Source: an optimization exercise on an open RTL-to-GDS flow (aim: small area and a short achievable clock period). Production flows keep margins and buffers that such runs may drop.
RTL that was checked went through simulation tests only; none was proved equivalent to the original.
No activity file was given, so power comes from the tool's default toggle rates.

P:
// alu_stage
module alu_stage(clk, a, b, imm, alu_src, alu_ctl, result, zero);
For scale: ~1900 cells after synthesis, roughly 150 flip-flops.
clock: 15.0 ns
lec_check: 0
abc_area: 1
cap_margin: 20
core_margin: 2
core_utilization: 40
slew_margin: 70
synth_hierarchical: 1
synth_minimum_keep_size: 0
standard.sh (not shown) runs the stock make flow with config.mk's settings and CLKGATE_MAP_FILE= SYNTH_SCRIPT=/design/flow/synth_recipe.tcl, a recipe that flattens the netlist after the stock synthesis.
==> flow/flow/run.sh <==
#!/bin/bash
# Layout flow: the standard flow (the standard.sh), except that
#  - the arithmetic primitive modules (full/half adders, Booth selectors) are
#    synthesized as the library cells given in flow/cells.v (the rest of the
#    design goes through the standard synthesis unchanged), each module kept
#    whole until the final flatten;
#  - ports are buffered with buf_4 cells;
#  - flip-flops driving many pins are upsized before the placement repair.
set -euo pipefail
python3 flow/map.py design.v flow/cells.v design_mapped.v > map.log 2>&1
bash standard.sh VERILOG_FILES="$PWD/design_mapped.v" \
  BUFFER_PORTS_ARGS="-buffer_cell sky130_fd_sc_hd__buf_4" \
  PRE_RESIZE_TCL="$PWD/flow/pre_resize.tcl" finish > standard.log 2>&1
Other scripts of this flow, unchanged in this note and not shown: flow/flow/cells.v, flow/flow/map.py, flow/flow/pre_resize.tcl
Relative to P, the following input files were edited for Q:
--- a/flow/design.v
+++ b/flow/design.v
@@ -673,26 +673,26 @@
 	fullAdder fa265(s233, t232, s197, t265, s265);
 	fullAdder fa266(s234, s199, t233, t266, s266);
 	fullAdder fa267(s235, s201, t234, t267, s267);
 	fullAdder fa268(s236, s203, t235, t268, s268);
 	fullAdder fa269(s237, s205, t236, t269, s269);
 	fullAdder fa270(s238, s207, t237, t270, s270);
 	assign s271 = s209 ^ t238 ^ s239;
 	wire [31:0] x = {t270, t269, t268, t267, t266, t265, t264, t263, t262, t261, t260, t259, t258, t257, t256, t255, t254, t253, t252, t251, t250, t249, t248, t247, t246, t245, t244, t243, t242, t241, t240, s240};
 	wire [31:0] y = {s271, s270, s269, s268, s267, s266, s265, s264, s263, s262, s261, s260, s259, s258, s257, s256, s255, s254, s253, s252, s251, s250, s249, s248, s247, s246, s245, s244, s243, s242, s241, pp0[0]};
-	wire [26:0] lo = x[25:0] + y[25:0];
-	reg [25:0] lo_q;
+	wire [20:0] lo = x[19:0] + y[19:0];
+	reg [19:0] lo_q;
 	reg c_q;
-	reg [5:0] xh_q, yh_q;
+	reg [11:0] xh_q, yh_q;
 	always@(posedge clk) begin
-		lo_q <= lo[25:0];
-		c_q <= lo[26];
-		xh_q <= x[31:26];
-		yh_q <= y[31:26];
+		lo_q <= lo[19:0];
+		c_q <= lo[20];
+		xh_q <= x[31:20];
+		yh_q <= y[31:20];
 	end
-	wire [6:0] hs = {xh_q, 1'b1} + {yh_q, c_q};
-	wire [5:0] hi = hs[6:1];
+	wire [12:0] hs = {xh_q, 1'b1} + {yh_q, c_q};
+	wire [11:0] hi = hs[12:1];
 	assign result = {hi, lo_q};
-	wire [5:0] hx = xh_q ^ yh_q;
-	wire [5:0] hc = {xh_q[4:0] | yh_q[4:0], c_q};
-	assign zero = (lo_q == 26'b0) & (hx == hc);
+	wire [11:0] hx = xh_q ^ yh_q;
+	wire [11:0] hc = {xh_q[10:0] | yh_q[10:0], c_q};
+	assign zero = (lo_q == 20'b0) & (hx == hc);
 endmodule
On routability congestion estimate from global placement: Q sits above P.
On layout-stage area growth over the synthesis result: between P and Q, it ends up lower for Q.
From Q to P, number of cells traversed by the worst register-to-register path did not move at all.
The post-route DRC violation count on P is in line with that on Q.
Q vs P — total power dropped by more than 10%
[Q] floorplan die area rose about 0.7% relative to P
Q ends up with a switching share of power that is 3.3 points lower than in P.
Changes observed in Q relative to P: share of the final layout cell area in multi-input gates decreased by 0.66 points relative to the old numbers, buffer count excluding the clock tree in the final layout decreased by 2.5% relative to the old numbers.
Function was not checked in any run of this note: the RTL went through the layout flow alone.

## v6
Another version of the RTL of alu_stage (not shown whole).
Size: roughly 1,900 cells after synthesis, ~150 flip-flops, ~110 I/O pins, ~17,000 µm² of cells after synthesis.
Settings: LEC_CHECK=0, ABC_AREA=1, CAP_MARGIN=20, CORE_MARGIN=2, CORE_UTILIZATION=40, SLEW_MARGIN=70, SYNTH_HIERARCHICAL=1, SYNTH_MINIMUM_KEEP_SIZE=0; clock period 15.0 ns.
run.sh (not shown) runs the stock make flow with config.mk's settings and CLKGATE_MAP_FILE= SYNTH_SCRIPT=/design/flow/synth_recipe.tcl, a recipe that flattens the netlist after the stock synthesis.
Stock flow here: none of the scripts above is used.
Setup changes, v6 to v7
-- flow/design.v --
<<< v6, line 398
	wire [31:0] x = {t270, t269, t268, t267, t266, t265, t264, t263, t262, t261, t260, t259, t258, t257, t256, t255, t254, t253, t252, t251, t250, t249, t248, t247, t246, t245, t244, t243, t242, t241, t240, s240};
	wire [31:0] y = {s271, s270, s269, s268, s267, s266, s265, s264, s263, s262, s261, s260, s259, s258, s257, s256, s255, s254, s253, s252, s251, s250, s249, s248, s247, s246, s245, s244, s243, s242, s241, pp0[0]};
	wire [24:0] lo = x[23:0] + y[23:0];
	reg [23:0] lo_q;
	reg c_q;
	reg [7:0] xh_q, yh_q;
	always@(posedge clk) begin
		lo_q <= lo[23:0];
		c_q <= lo[24];
		xh_q <= x[31:24];
		yh_q <= y[31:24];
	end
	wire [8:0] hs = {xh_q, 1'b1} + {yh_q, c_q};
	wire [7:0] hi = hs[8:1];
	assign result = {hi, lo_q};
	wire [7:0] hx = xh_q ^ yh_q;
	wire [7:0] hc = {xh_q[6:0] | yh_q[6:0], c_q};
	assign zero = (lo_q == 24'b0) & (hx == hc);
endmodule
>>> v7, line 398
	wire [31:0] x = {t270, t269, t268, t267, t266, t265, t264, t263, t262, t261, t260, t259, t258, t257, t256, t255, t254, t253, t252, t251, t250, t249, t248, t247, t246, t245, t244, t243, t242, t241, t240, s240};
	wire [31:0] y = {s271, s270, s269, s268, s267, s266, s265, s264, s263, s262, s261, s260, s259, s258, s257, s256, s255, s254, s253, s252, s251, s250, s249, s248, s247, s246, s245, s244, s243, s242, s241, pp0[0]};
	wire [20:0] lo = x[19:0] + y[19:0];
	reg [19:0] lo_q;
	reg c_q;
	reg [11:0] xh_q, yh_q;
	always@(posedge clk) begin
		lo_q <= lo[19:0];
		c_q <= lo[20];
		xh_q <= x[31:20];
		yh_q <= y[31:20];
	end
	wire [12:0] hs = {xh_q, 1'b1} + {yh_q, c_q};
	wire [11:0] hi = hs[12:1];
	assign result = {hi, lo_q};
	wire [11:0] hx = xh_q ^ yh_q;
	wire [11:0] hc = {xh_q[10:0] | yh_q[10:0], c_q};
	assign zero = (lo_q == 20'b0) & (hx == hc);
endmodule
Notes after the runs:
From v6 to v7 the numbers moved as follows: final standard cell utilization of the core moved up, placed wire-length estimate after detailed placement grew by about 0.9%, sequential cell count rose by 4, total wire length saw an increase. v7: flow completed, timing, DRC and antenna clean. Of v7 and v6, it is v7 that has the higher final standard cell area without fillers. Combinational share of power was lower in v7 than in v6.
For v6, only the layout was checked, not whether the RTL still works.

separate check: timing with driven ports:
Ports are ideal in the flow. The routed layouts listed here were re-timed in OpenROAD.
Step 1, drivers: a clkbuf_16 drives clk and a buf_2 each remaining input, both assumed.
Step 2 moves the port delays by t, midway between the first and last clock arrival at a register: inputs arrive t later, outputs are due t later. That takes back most of the time a late clock gives input paths.
Slacks: no drivers / after step 1 / after step 2; pairs: no drivers / after step 1.
run	shift t [ns]	slack for setup (ns)	hold WS [ns]	slew at the worst register clock pin (ns)
P	0.507	9.691 / 9.641 / 9.988	0.794 / 0.794 / 0.794	0.07 / 0.07
Q	0.491	9.710 / 9.659 / 10.150	0.829 / 0.829 / 0.829	0.07 / 0.07
v6	0.491	9.272 / 9.221 / 9.712	0.810 / 0.810 / 0.810	0.08 / 0.08
v7	0.506	9.238 / 9.187 / 9.693	0.641 / 0.641 / 0.641	0.08 / 0.08
After both steps every run listed still meets setup and hold.
